What follows belongs to an exercise in optimizing a design on an open flow for small area; a production flow would make more cautious choices. RTL that was checked went through simulation tests only; none was proved equivalent to the original.

==> build 79: inputs <==
Design polar_costas, start of the top module:
module polar_costas (
  input aclk,
  input aresetn,
  input signed [15:0] s_axis_i_tdata,
  input               s_axis_i_tvalid,
  output              s_axis_i_tready,
  input signed [15:0] s_axis_q_tdata,
  input               s_axis_q_tvalid,
  output              s_axis_q_tready,
  output signed [15:0] m_axis_i_sync_tdata,
  output               m_axis_i_sync_tvalid,
  input                m_axis_i_sync_tready,
  output signed [15:0] m_axis_q_sync_tdata,
  output               m_axis_q_sync_tvalid,
  input                m_axis_q_sync_tready
);
reg signed [38:0] pacc;
wire [9:0] phase;
wire       nco_valid;
nco nco (
  .aclk(aclk),
  .aresetn(aresetn),
  .s_axis_phase_tvalid(s_axis_i_tvalid),
  .pacc(pacc),
  .phase(phase),
  .m_axis_data_tvalid(nco_valid)
);
reg v1, v2, v3, v4, pd_valid;
wire both = nco_valid & s_axis_i_tvalid & s_axis_q_tvalid;
always @(posedge aclk or negedge aresetn)
  if (!aresetn) begin
    v1 <= 1'b0; v2 <= 1'b0; v3 <= 1'b0; v4 <= 1'b0; pd_valid <= 1'b0;
  end
  else begin
    v1 <= both; v2 <= v1; v3 <= v2; v4 <= v3; pd_valid <= v4;
  end
wire signed [31:0] re, im;
cmpy_0 cmpy (
  .aclk(aclk),
  .phase(phase),
  .s_axis_b_tdata({s_axis_q_tdata, s_axis_i_tdata}),
  .re_o(re),
  .im_o(im)
);
assign m_axis_i_sync_tdata = {re[31], re[31:17]};
assign m_axis_q_sync_tdata = {im[31], im[31:17]};
assign m_axis_i_sync_tvalid = v4;
assign m_axis_q_sync_tvalid = v4;
wire        pr = re[31];
wire        pm = im[31];
wire [31:0] pd = (im ^ {32{pr}}) + (re ^ {32{~pm}}) + {31'd0, pr} + {31'd0, ~pm};
wire [31:0] pd_in = pd & {32{v4}};
wire signed [37:0] sum;
loop_filter lp (
  .rst_n(aresetn),
  .clk(aclk),
  .pd(pd_in),
  .pd_valid(v4),
  .sum(sum)
);
reg signed [23:0] k_d;
always @(posedge aclk or negedge aresetn)
  if (!aresetn) begin
    k_d  <= 24'd0;
    pacc <= 39'h1;
  end
  else begin
    k_d  <= pd_valid ? sum[37:14] : 24'd0;
    pacc <= pacc + {{15{k_d[23]}}, k_d};
  end
assign s_axis_i_tready = 1'b1;
assign s_axis_q_tready = 1'b1;
endmodule
Settings: LEC_CHECK=0, ABC_AREA=1, CAP_MARGIN=20, CORE_MARGIN=2, CORE_UTILIZATION=40, CTS_BUF_LIST=sky130_fd_sc_hd__clkbuf_4 sky130_fd_sc_hd__clkbuf_8, SLEW_MARGIN=20; clock period 10.0 ns.
run.sh (not shown) runs the stock make flow with config.mk's settings and CLKGATE_MAP_FILE= SYNTH_SCRIPT=/design/flow/synth_recipe.tcl, a recipe that flattens the netlist after the stock synthesis.
==> build 91: changes against build 79 <==
--- a/flow/design.v
+++ b/flow/design.v
@@ -171,32 +171,27 @@
   input  [9:0]  phase,
   input  [31:0] s_axis_b_tdata,      
   output signed [31:0] re_o,
   output signed [31:0] im_o
 );
-reg [41:0] s1, s2;
-reg [31:0] s3;
-reg [14:0] cm3, sm3;
-reg        nc3, ns3;
-wire [1:0]  quad = s2[9:8];
-wire [7:0]  idx  = s2[7:0];
-wire [29:0] tp;
-nco_sin_rom rom (.addr(idx[7] ? ~idx[6:0] : idx[6:0]), .data(tp));
-wire        swp = idx[7] ^ quad[0];
+reg [41:0] s1, s2, s3;
 always @(posedge aclk) begin
-  s1  <= {s_axis_b_tdata, phase};
-  s2  <= s1;
-  s3  <= s2[41:10];
-  cm3 <= swp ? tp[14:0] : tp[29:15];    
-  sm3 <= swp ? tp[29:15] : tp[14:0];    
-  nc3 <= quad[1] ^ quad[0];             
-  ns3 <= quad[1];                       
+  s1 <= {s_axis_b_tdata, phase};
+  s2 <= s1;
+  s3 <= s2;
 end
-cmpy_mix mix (.clk(aclk), .cm(cm3), .sm(sm3), .nc(nc3), .ns(ns3),
-              .br(s3[15:0]), .bi(s3[31:16]), .re(re_o), .im(im_o));
+cmpy_mix mix (.clk(aclk), .ph(s3[9:0]), .br(s3[25:10]), .bi(s3[41:26]), .re(re_o), .im(im_o));
 endmodule
-module cmpy_mix(input clk, input [14:0] cm, input [14:0] sm, input nc, input ns, input signed [15:0] br, bi, output reg signed [31:0] re, im);
+module cmpy_mix(input clk, input [9:0] ph, input signed [15:0] br, bi, output reg signed [31:0] re, im);
+wire [1:0] quad = ph[9:8]; wire [7:0] idx = ph[7:0];
+wire [29:0] tp;
+nco_sin_rom rom (.addr(idx[7] ? ~idx[6:0] : idx[6:0]), .data(tp));
+wire swp = idx[7] ^ quad[0];
+wire [14:0] cm = swp ? tp[14:0] : tp[29:15];    
+wire [14:0] sm = swp ? tp[29:15] : tp[14:0];    
+wire nc = quad[1] ^ quad[0];                      
+wire ns = quad[1];                                
 wire cm_one0 = cm[0] ^ 1'b0;
 wire cm_two0 = (cm[1] & ~cm[0] & ~1'b0) | (~cm[1] & cm[0] & 1'b0);
 wire cm_neg0 = cm[1];
 wire cm_one1 = cm[2] ^ cm[1];
 wire cm_two1 = (cm[3] & ~cm[2] & ~cm[1]) | (~cm[3] & cm[2] & cm[1]);
@@ -2268,26 +2263,31 @@
 module loop_filter (
   input               rst_n,
   input               clk,
   input signed [31:0] pd,
   input               pd_valid,
-  output reg signed [37:0] sum
+  output reg signed [37:0] sum,
+  output reg          dout_valid
 );
 reg [2047:0] dl;
 reg [6:0]    cnt;
 wire         full = cnt[6];
-wire signed [31:0] old = (full & pd_valid) ? dl[2047:2016] : 32'd0;
+wire signed [31:0] old = full ? dl[2047:2016] : 32'd0;
 always @(posedge clk)
   if (pd_valid) dl <= {dl[2015:0], pd};
 always @(posedge clk or negedge rst_n)
   if (!rst_n) begin
     cnt <= 7'd0;
     sum <= 38'd0;
+    dout_valid <= 1'b0;
   end
   else begin
-    if (pd_valid & ~full) cnt <= cnt + 7'd1;
-    sum <= sum + pd - old;
+    dout_valid <= pd_valid;
+    if (pd_valid) begin
+      if (!full) cnt <= cnt + 7'd1;
+      sum <= sum + pd - old;
+    end
   end
 endmodule
 module polar_costas (
   input aclk,
   input aresetn,
@@ -2334,30 +2334,26 @@
 );
 assign m_axis_i_sync_tdata = {re[31], re[31:17]};
 assign m_axis_q_sync_tdata = {im[31], im[31:17]};
 assign m_axis_i_sync_tvalid = v4;
 assign m_axis_q_sync_tvalid = v4;
-wire        pr = re[31];
-wire        pm = im[31];
-wire [31:0] pd = (im ^ {32{pr}}) + (re ^ {32{~pm}}) + {31'd0, pr} + {31'd0, ~pm};
-wire [31:0] pd_in = pd & {32{v4}};
+reg signed [31:0] pd;
+wire signed [31:0] pd_plus  = re[31] ? -im : im;
+wire signed [31:0] pd_minus = im[31] ? -re : re;
+always @(posedge aclk)
+  pd <= pd_plus - pd_minus;
 wire signed [37:0] sum;
+wire               lf_valid;
 loop_filter lp (
   .rst_n(aresetn),
   .clk(aclk),
-  .pd(pd_in),
-  .pd_valid(v4),
-  .sum(sum)
+  .pd(pd),
+  .pd_valid(pd_valid),
+  .sum(sum),
+  .dout_valid(lf_valid)
 );
-reg signed [23:0] k_d;
 always @(posedge aclk or negedge aresetn)
-  if (!aresetn) begin
-    k_d  <= 24'd0;
-    pacc <= 39'h1;
-  end
-  else begin
-    k_d  <= pd_valid ? sum[37:14] : 24'd0;
-    pacc <= pacc + {{15{k_d[23]}}, k_d};
-  end
+  if (!aresetn) pacc <= 39'h1;
+  else if (lf_valid) pacc <= pacc + {{15{sum[37]}}, sum[37:14]};
 assign s_axis_i_tready = 1'b1;
 assign s_axis_q_tready = 1'b1;
 endmodule
CORE_UTILIZATION = 60   (was 40)
GPL_TIMING_DRIVEN = 0   (was unset)
==> trial 52: changes against build 79 <==
--- a/flow/design.v
+++ b/flow/design.v
@@ -171,32 +171,27 @@
   input  [9:0]  phase,
   input  [31:0] s_axis_b_tdata,      
   output signed [31:0] re_o,
   output signed [31:0] im_o
 );
-reg [41:0] s1, s2;
-reg [31:0] s3;
-reg [14:0] cm3, sm3;
-reg        nc3, ns3;
-wire [1:0]  quad = s2[9:8];
-wire [7:0]  idx  = s2[7:0];
-wire [29:0] tp;
-nco_sin_rom rom (.addr(idx[7] ? ~idx[6:0] : idx[6:0]), .data(tp));
-wire        swp = idx[7] ^ quad[0];
+reg [41:0] s1, s2, s3;
 always @(posedge aclk) begin
-  s1  <= {s_axis_b_tdata, phase};
-  s2  <= s1;
-  s3  <= s2[41:10];
-  cm3 <= swp ? tp[14:0] : tp[29:15];    
-  sm3 <= swp ? tp[29:15] : tp[14:0];    
-  nc3 <= quad[1] ^ quad[0];             
-  ns3 <= quad[1];                       
+  s1 <= {s_axis_b_tdata, phase};
+  s2 <= s1;
+  s3 <= s2;
 end
-cmpy_mix mix (.clk(aclk), .cm(cm3), .sm(sm3), .nc(nc3), .ns(ns3),
-              .br(s3[15:0]), .bi(s3[31:16]), .re(re_o), .im(im_o));
+cmpy_mix mix (.clk(aclk), .ph(s3[9:0]), .br(s3[25:10]), .bi(s3[41:26]), .re(re_o), .im(im_o));
 endmodule
-module cmpy_mix(input clk, input [14:0] cm, input [14:0] sm, input nc, input ns, input signed [15:0] br, bi, output reg signed [31:0] re, im);
+module cmpy_mix(input clk, input [9:0] ph, input signed [15:0] br, bi, output reg signed [31:0] re, im);
+wire [1:0] quad = ph[9:8]; wire [7:0] idx = ph[7:0];
+wire [29:0] tp;
+nco_sin_rom rom (.addr(idx[7] ? ~idx[6:0] : idx[6:0]), .data(tp));
+wire swp = idx[7] ^ quad[0];
+wire [14:0] cm = swp ? tp[14:0] : tp[29:15];    
+wire [14:0] sm = swp ? tp[29:15] : tp[14:0];    
+wire nc = quad[1] ^ quad[0];                      
+wire ns = quad[1];                                
 wire cm_one0 = cm[0] ^ 1'b0;
 wire cm_two0 = (cm[1] & ~cm[0] & ~1'b0) | (~cm[1] & cm[0] & 1'b0);
 wire cm_neg0 = cm[1];
 wire cm_one1 = cm[2] ^ cm[1];
 wire cm_two1 = (cm[3] & ~cm[2] & ~cm[1]) | (~cm[3] & cm[2] & cm[1]);
@@ -2268,26 +2263,31 @@
 module loop_filter (
   input               rst_n,
   input               clk,
   input signed [31:0] pd,
   input               pd_valid,
-  output reg signed [37:0] sum
+  output reg signed [37:0] sum,
+  output reg          dout_valid
 );
 reg [2047:0] dl;
 reg [6:0]    cnt;
 wire         full = cnt[6];
-wire signed [31:0] old = (full & pd_valid) ? dl[2047:2016] : 32'd0;
+wire signed [31:0] old = full ? dl[2047:2016] : 32'd0;
 always @(posedge clk)
   if (pd_valid) dl <= {dl[2015:0], pd};
 always @(posedge clk or negedge rst_n)
   if (!rst_n) begin
     cnt <= 7'd0;
     sum <= 38'd0;
+    dout_valid <= 1'b0;
   end
   else begin
-    if (pd_valid & ~full) cnt <= cnt + 7'd1;
-    sum <= sum + pd - old;
+    dout_valid <= pd_valid;
+    if (pd_valid) begin
+      if (!full) cnt <= cnt + 7'd1;
+      sum <= sum + pd - old;
+    end
   end
 endmodule
 module polar_costas (
   input aclk,
   input aresetn,
@@ -2334,30 +2334,26 @@
 );
 assign m_axis_i_sync_tdata = {re[31], re[31:17]};
 assign m_axis_q_sync_tdata = {im[31], im[31:17]};
 assign m_axis_i_sync_tvalid = v4;
 assign m_axis_q_sync_tvalid = v4;
-wire        pr = re[31];
-wire        pm = im[31];
-wire [31:0] pd = (im ^ {32{pr}}) + (re ^ {32{~pm}}) + {31'd0, pr} + {31'd0, ~pm};
-wire [31:0] pd_in = pd & {32{v4}};
+reg signed [31:0] pd;
+wire signed [31:0] pd_plus  = re[31] ? -im : im;
+wire signed [31:0] pd_minus = im[31] ? -re : re;
+always @(posedge aclk)
+  pd <= pd_plus - pd_minus;
 wire signed [37:0] sum;
+wire               lf_valid;
 loop_filter lp (
   .rst_n(aresetn),
   .clk(aclk),
-  .pd(pd_in),
-  .pd_valid(v4),
-  .sum(sum)
+  .pd(pd),
+  .pd_valid(pd_valid),
+  .sum(sum),
+  .dout_valid(lf_valid)
 );
-reg signed [23:0] k_d;
 always @(posedge aclk or negedge aresetn)
-  if (!aresetn) begin
-    k_d  <= 24'd0;
-    pacc <= 39'h1;
-  end
-  else begin
-    k_d  <= pd_valid ? sum[37:14] : 24'd0;
-    pacc <= pacc + {{15{k_d[23]}}, k_d};
-  end
+  if (!aresetn) pacc <= 39'h1;
+  else if (lf_valid) pacc <= pacc + {{15{sum[37]}}, sum[37:14]};
 assign s_axis_i_tready = 1'b1;
 assign s_axis_q_tready = 1'b1;
 endmodule
CTS_BUF_LIST = unset   (was sky130_fd_sc_hd__clkbuf_4 sky130_fd_sc_hd__clkbuf_8)
==> qor summary <==
|  | build 91 | trial 52 | build 79 |
|---|---|---|---|
| Count of plain and timing-repair buffers | - | 855 | 202 |
| Clock sink count | 2468 | 2468 | 2481 |
| # Taps | - | 3724 | 3589 |
| Launch point of the worst path | - | cmpy.s3[1] | cmpy.sm3[7] |
| Leading cell type in the layout, fill and taps excluded | - | sky130_fd_sc_hd__edfxtp_1 | sky130_fd_sc_hd__edfxtp_1 |
| Destination of the worst hold path | - | nco.phd[10] | cmpy.s3[25] |
| H-tree lvl count | 5 | 4 | 5 |
| Iteration count of the initial detailed-routing pass | - | 6 | 6 |
| Most numerous cell on the critical path | - | sky130_fd_sc_hd__nand2_1 | sky130_fd_sc_hd__nand2_1 |
| Result of the run | stopped before the end | no timing/DRC/antenna violations | no timing/DRC/antenna violations |
| Stage where the flow stopped | 5_1_grt | - | - |
| Number of diodes | - | 1 | 3 |
| Clock insertion delay at the later pin of the skew report | - | 0.90 ns | 0.94 ns |
| Start-to-end type of the worst setup path | - | register to register | register to register |
No functional check of the RTL was part of build 79.

## static timing again, ports no longer ideal
In the flow no input, the clock included, has a driving cell. The finished layouts below were timed again as built, in two steps. Step 1, drivers: a clkbuf_16 drives aclk and a buf_2 each remaining input, both assumed. Step 2 times the ports against the registers' clock, not the clock port: input delays grow and output delays shrink by t, the midpoint of the rising clock arrivals with the driver on. a / b / c = ideal ports / drivers / drivers and shift; a / b = the first two.
| run | t (ns) | setup WS [ns] | worst hold slack (ns) | slew at the worst register clock pin (ns) | cell pins on the clock port's net |
|---|---|---|---|---|---|
| build 79 | 0.995 | 2.658 / 2.658 / 2.658 | 0.291 / 0.291 / 0.291 | 0.07 / 0.07 | 1 |
| trial 52 | 0.943 | 0.493 / 0.493 / 0.493 | 0.274 / 0.274 / 0.274 | 0.07 / 0.07 | 1 |
After both steps setup and hold are still met in every run listed.
